Source: an optimization exercise on an open RTL-to-GDS flow (aim: small area). Production flows keep margins and buffers that such runs may drop. Function was checked by simulation only, so behaviour that the tests miss may differ from the original. Power figures rest on the tool's default switching activity, not on a simulated workload.

## transposed_filter
module transposed_filter(
  input signed [15:0] noisy_signal,
  input clk, rst,
  output signed [31:0] filtered_signal
  );
clock: 10.0 ns
lec_check: 0
cap_margin: 20
core_margin: 2
core_utilization: 40
slew_margin: 20
synth_hierarchical: 1
run.sh (not shown) runs the stock make flow with config.mk's settings and CLKGATE_MAP_FILE= SYNTH_SCRIPT=/design/flow/synth_recipe.tcl, a recipe that flattens the netlist after the stock synthesis.
Change:
==> flow/flow/run.sh (new file) <==
#!/bin/bash
# Own flow: the standard layout (standard.sh, unchanged synthesis, floorplan,
# power grid, placement and routing), with two settings passed to ORFS:
#  - port buffers use the smallest buffer cell instead of the one buffer_ports picks;
#  - clock tree synthesis without dummy loads, clkbuf_8 buffers and clusters of up to 14 sinks.
set -euo pipefail
export BUFFER_PORTS_ARGS="-buffer_cell sky130_fd_sc_hd__buf_1"
export CTS_ARGS="-sink_clustering_enable -repair_clock_nets -dont_use_dummy_load -buf_list sky130_fd_sc_hd__clkbuf_8 -sink_clustering_size 14 -sink_clustering_max_diameter 50"
bash standard.sh > standard.log 2>&1
==> flow/standard.sh (new file) <==
#!/bin/bash
# synth_recipe.tcl (not shown) runs the flow's synth.tcl, then flattens the netlist and writes it again
# the make line also repeats each setting of config.mk as NAME=value (left out here)
make -C /OpenROAD-flow-scripts/flow DESIGN_CONFIG=/design/flow/config.mk WORK_HOME=/design/flow/orfs CLKGATE_MAP_FILE= SYNTH_SCRIPT=/design/flow/synth_recipe.tcl "${@:-finish}"
removed: flow/run.sh
Result:
- final cell count fell by 1.2%
- register-to-register slack gets worse by 30 ps
- power is lower by about 9%
- clock power fell by 44%
- synthesized area is unchanged
- via count went up by 1.8%
- count of clock-buffer cells in the layout came out lower by 7
- routed wire length fell by 0.79%
- setup slack degrades by 32 ps
Change:
--- a/flow/flow/run.sh
+++ b/flow/flow/run.sh
@@ -5 +5 @@
-#  - clock tree synthesis without dummy loads, clkbuf_8 buffers and clusters of up to 14 sinks.
+#  - clock tree synthesis without dummy loads.
@@ -8 +8 @@
-export CTS_ARGS="-sink_clustering_enable -repair_clock_nets -dont_use_dummy_load -buf_list sky130_fd_sc_hd__clkbuf_8 -sink_clustering_size 14 -sink_clustering_max_diameter 50"
+export CTS_ARGS="-sink_clustering_enable -repair_clock_nets -dont_use_dummy_load "
After rerunning: Wire length stays flat; via count barely changes; design area goes up by 1.7%; final cell count stays flat; total power goes up by 5.7%.

========
transposed_filter, a different RTL version from the one above (not shown whole).
For scale: about 1600 cells after synthesis, about 50 I/O pins, ~24000 sq um of cells after synthesis.
clock: 10.0 ns
lec_check: 0
cap_margin: 20
core_margin: 2
core_utilization: 40
slew_margin: 20
synth_hierarchical: 1
standard.sh (not shown) runs the stock make flow with config.mk's settings and CLKGATE_MAP_FILE= SYNTH_SCRIPT=/design/flow/synth_recipe.tcl, a recipe that flattens the netlist after the stock synthesis.
==> flow/flow/run.sh <==
#!/bin/bash
# Own flow: the standard layout (standard.sh, unchanged synthesis, floorplan,
# power grid, placement and routing), with two settings passed to ORFS:
#  - port buffers use the smallest buffer cell instead of the one buffer_ports picks;
#  - clock tree synthesis without dummy loads, clkbuf_4 buffers and clusters of up to 12 sinks.
set -euo pipefail
export BUFFER_PORTS_ARGS="-buffer_cell sky130_fd_sc_hd__buf_1"
export CTS_ARGS="-sink_clustering_enable -repair_clock_nets -dont_use_dummy_load -buf_list sky130_fd_sc_hd__clkbuf_4 -sink_clustering_size 12 -sink_clustering_max_diameter 30"
bash standard.sh > standard.log 2>&1
Then changed:
==> flow/flow/run.sh (replaced) <==
#!/bin/bash
# Own flow: the standard layout (standard.sh, unchanged synthesis, floorplan,
# power grid, placement and routing), with two settings passed to ORFS:
#  - port buffers use the smallest buffer cell instead of the one buffer_ports picks;
#  - clock tree synthesis without dummy loads, clkbuf_4 or clkbuf_8 buffers and clusters of up to 12 sinks.
set -euo pipefail
export BUFFER_PORTS_ARGS="-buffer_cell sky130_fd_sc_hd__buf_1"
export CTS_ARGS="-sink_clustering_enable -repair_clock_nets -dont_use_dummy_load -buf_list {sky130_fd_sc_hd__clkbuf_4 sky130_fd_sc_hd__clkbuf_8} -sink_clustering_size 12 -sink_clustering_max_diameter 40"
bash standard.sh > standard.log 2>&1
The new run finished with timing, DRC and antenna clean.
Worst setup slack gets worse by 0.0053 ns.
Clock power went up by 15%.
Final cell count came out lower by 1.0%.
Sequential cell count is unchanged.
Sequential power stays flat.
Synthesized area does not change.
Core utilization rose by 0.25 points.
Wire length is about the same.
Power climbs by 1.9%.
Worst hold slack gains 0.024 ns.
Then changed:
==> flow/flow/run.sh (replaced) <==
#!/bin/bash
# Own flow: the standard layout (standard.sh, unchanged synthesis, floorplan,
# power grid, placement and routing), with two settings passed to ORFS:
#  - port buffers use the smallest buffer cell instead of the one buffer_ports picks;
#  - clock tree synthesis without dummy loads, clkbuf_4 buffers and clusters of up to 10 sinks.
set -euo pipefail
export BUFFER_PORTS_ARGS="-buffer_cell sky130_fd_sc_hd__buf_1"
export CTS_ARGS="-sink_clustering_enable -repair_clock_nets -dont_use_dummy_load -buf_list sky130_fd_sc_hd__clkbuf_4 -sink_clustering_size 10 -sink_clustering_max_diameter 40"
bash standard.sh > standard.log 2>&1
=> Utilization decreases by 0.55 points. Total power is lower by a few percent. Routed wire length barely changes.

========
== job 101 ==
Another version of the RTL of transposed_filter (not shown whole).
Size: about 1,500 cells after synthesis, roughly 340 flip-flops.
Design transposed_filter, start of the top module:
module transposed_filter(
  input signed [15:0] noisy_signal,
  input clk, rst,
  output signed [31:0] filtered_signal
  );
  reg [15:0] d1;
  reg [15:0] d2;
  reg [15:0] d3;
  reg [15:0] d4;
  reg [15:0] d5;
  reg [15:0] d6;
  reg [15:0] d7;
  reg [15:0] d8;
  reg [15:0] d9;
  reg [15:0] d10;
  reg [15:0] d11;
  reg [15:0] d12;
  reg [15:0] d13;
  reg [15:0] d14;
  reg [15:0] d15;
  reg [15:0] d16;
  reg [15:0] d17;
  reg [15:0] d18;
  reg [11:0] y;
  reg [31:12] ya, yb;
  reg r1;
  wire rstn = ~rst;
  wire clr, clrn;
  wire [15:0] d1n;
  genvar gi;
  generate for (gi = 0; gi < 15; gi = gi + 1) begin : g1
    gnand u (.a(rstn), .b(noisy_signal[gi]), .y(d1n[gi]));
  end endgenerate
  assign d1n[15] = rstn & noisy_signal[15];
  wire [15:0] d2n;
  assign d2n[14:0] = ~({15{rst}} | d1[14:0]);
  gnand un2 (.a(rstn), .b(d1[15]), .y(d2n[15]));
  wire [15:0] d3n;
  generate for (gi = 0; gi < 15; gi = gi + 1) begin : g3
    gnand u (.a(rstn), .b(d2[gi]), .y(d3n[gi]));
  end endgenerate
  assign d3n[15] = ~(rst | d2[15]);
  wire [15:0] d4n;
  assign d4n = d3;    
  wire [15:0] d5n;
  assign d5n[14:0] = ~({15{clr}} | d4[14:0]);
  gnand un5 (.a(clrn), .b(d4[15]), .y(d5n[15]));
  wire [15:0] d6n;
  generate for (gi = 0; gi < 15; gi = gi + 1) begin : g6
    gnand u (.a(rstn), .b(d5[gi]), .y(d6n[gi]));
  end endgenerate
  assign d6n[15] = ~(rst | d5[15]);
  wire [15:0] d7n;
  assign d7n[14:0] = ~({15{rst}} | d6[14:0]);
  gnand un7 (.a(rstn), .b(d6[15]), .y(d7n[15]));
  wire [15:0] d8n;
  generate for (gi = 0; gi < 15; gi = gi + 1) begin : g8
    gnand u (.a(rstn), .b(d7[gi]), .y(d8n[gi]));
  end endgenerate
  assign d8n[15] = ~(rst | d7[15]);
  wire [15:0] d9n;
  assign d9n[14:0] = ~({15{rst}} | d8[14:0]);
  ...
clock: 10.0 ns
lec_check: 0
cap_margin: 20
core_margin: 2
core_utilization: 40
slew_margin: 20
synth_hierarchical: 1
==> flow/flow/run.sh <==
#!/bin/bash
# Own flow: the standard layout (standard.sh, unchanged synthesis, floorplan,
# power grid, placement and routing), with two settings passed to ORFS:
#  - port buffers use the smallest buffer cell instead of the one buffer_ports picks;
#  - clock tree synthesis without dummy loads, clkbuf_4 buffers and clusters of up to 10 sinks.
set -euo pipefail
export BUFFER_PORTS_ARGS="-buffer_cell sky130_fd_sc_hd__buf_1"
export CTS_ARGS="-sink_clustering_enable -repair_clock_nets -dont_use_dummy_load -buf_list sky130_fd_sc_hd__clkbuf_4 -sink_clustering_size 10 -sink_clustering_max_diameter 40"
bash standard.sh > standard.log 2>&1
Job 101 | status: complete | timing, DRC, antenna: pass
What job 102 does differently from job 101 at the input level:
# job 101
export LEC_CHECK = 0
export CAP_MARGIN = 20
export CORE_MARGIN = 2
export CORE_UTILIZATION = 40
export SLEW_MARGIN = 20
export SYNTH_HIERARCHICAL = 1
create_clock -name core_clock -period 10.0 [get_ports {clk}]
# job 102
export LEC_CHECK = 0
export CAP_MARGIN = 20
export CORE_MARGIN = 2
export CORE_UTILIZATION = 65
export SLEW_MARGIN = 20
export SYNTH_HIERARCHICAL = 1
create_clock -name core_clock -period 10.0 [get_ports {clk}]
==> flow/flow/run.sh <==
#!/bin/bash
# Own flow: the standard layout (standard.sh, unchanged synthesis, floorplan,
# power grid, placement and routing), with two settings passed to ORFS:
#  - port buffers use the smallest buffer cell instead of the one buffer_ports picks;
#  - clock tree synthesis without dummy loads, clkbuf_4 buffers and clusters of up to 12 sinks.
set -euo pipefail
export BUFFER_PORTS_ARGS="-buffer_cell sky130_fd_sc_hd__buf_1"
export CTS_ARGS="-sink_clustering_enable -repair_clock_nets -dont_use_dummy_load -buf_list sky130_fd_sc_hd__clkbuf_4 -sink_clustering_size 12 -sink_clustering_max_diameter 40"
bash standard.sh > standard.log 2>&1
### Flow results
- Area after synthesis came out exactly the same in job 102 and job 101.
- The area enclosed by the die boundary in job 102 sits 22,000 um2 below the value recorded for job 101.
- Site row count: job 102 < job 101
- Compared with job 101, in job 102 average detailed-routed wire length per instance has increased, total power has increased, relative contribution of combinational cells to total power has increased, wire length has decreased, internal power has increased.
- From job 101 to job 102 the numbers moved as follows: worst setup margin climbed 23 ps, total congestion overflow barely changed.

-- static timing again, ports no longer ideal --
The results above use ideal ports. As a check the final layouts listed here were re-extracted and re-timed, cells and wires unchanged. Step 1 sets driving cells, clkbuf_16 on the clock port and buf_2 on the other inputs (assumed; they add their load-dependent delay and slew). Step 2 adds t to the input delays and takes it off the output delays; t is the mean of the earliest and latest rising clock arrival at the registers after step 1. Input paths then give back, and output paths get back, about the clock's delay inside the block. Three values: ideal, step 1, step 2; two values: the first two.
| run | shift t [ns] | slack for setup (ns) | slew at the worst register clock pin (ns) |
|---|---|---|---|
| the first run of note 1 | 0.621 | 0.710 / 0.710 / 0.651 | 0.07 / 0.07 |
| the second run of note 1 | 0.664 | 0.678 / 0.678 / 0.678 | 0.09 / 0.09 |
| the third run of note 1 | 0.599 | 0.778 / 0.778 / 0.778 | 0.06 / 0.06 |
| the first run of note 2 | 0.816 | 0.677 / 0.677 / 0.677 | 0.10 / 0.10 |
| the second run of note 2 | 0.665 | 0.671 / 0.671 / 0.671 | 0.08 / 0.08 |
| the third run of note 2 | 0.817 | 0.686 / 0.686 / 0.686 | 0.11 / 0.11 |
| job 101 | 0.818 | 0.639 / 0.620 / 0.639 | 0.11 / 0.11 |
| job 102 | 0.790 | 0.662 / 0.611 / 0.674 | 0.12 / 0.12 |
After both steps every run listed still meets setup and hold. For the first run of note 1, which loses most, drivers alone change the setup slack by 0.000 ns; drivers and shift together by -0.059 ns.
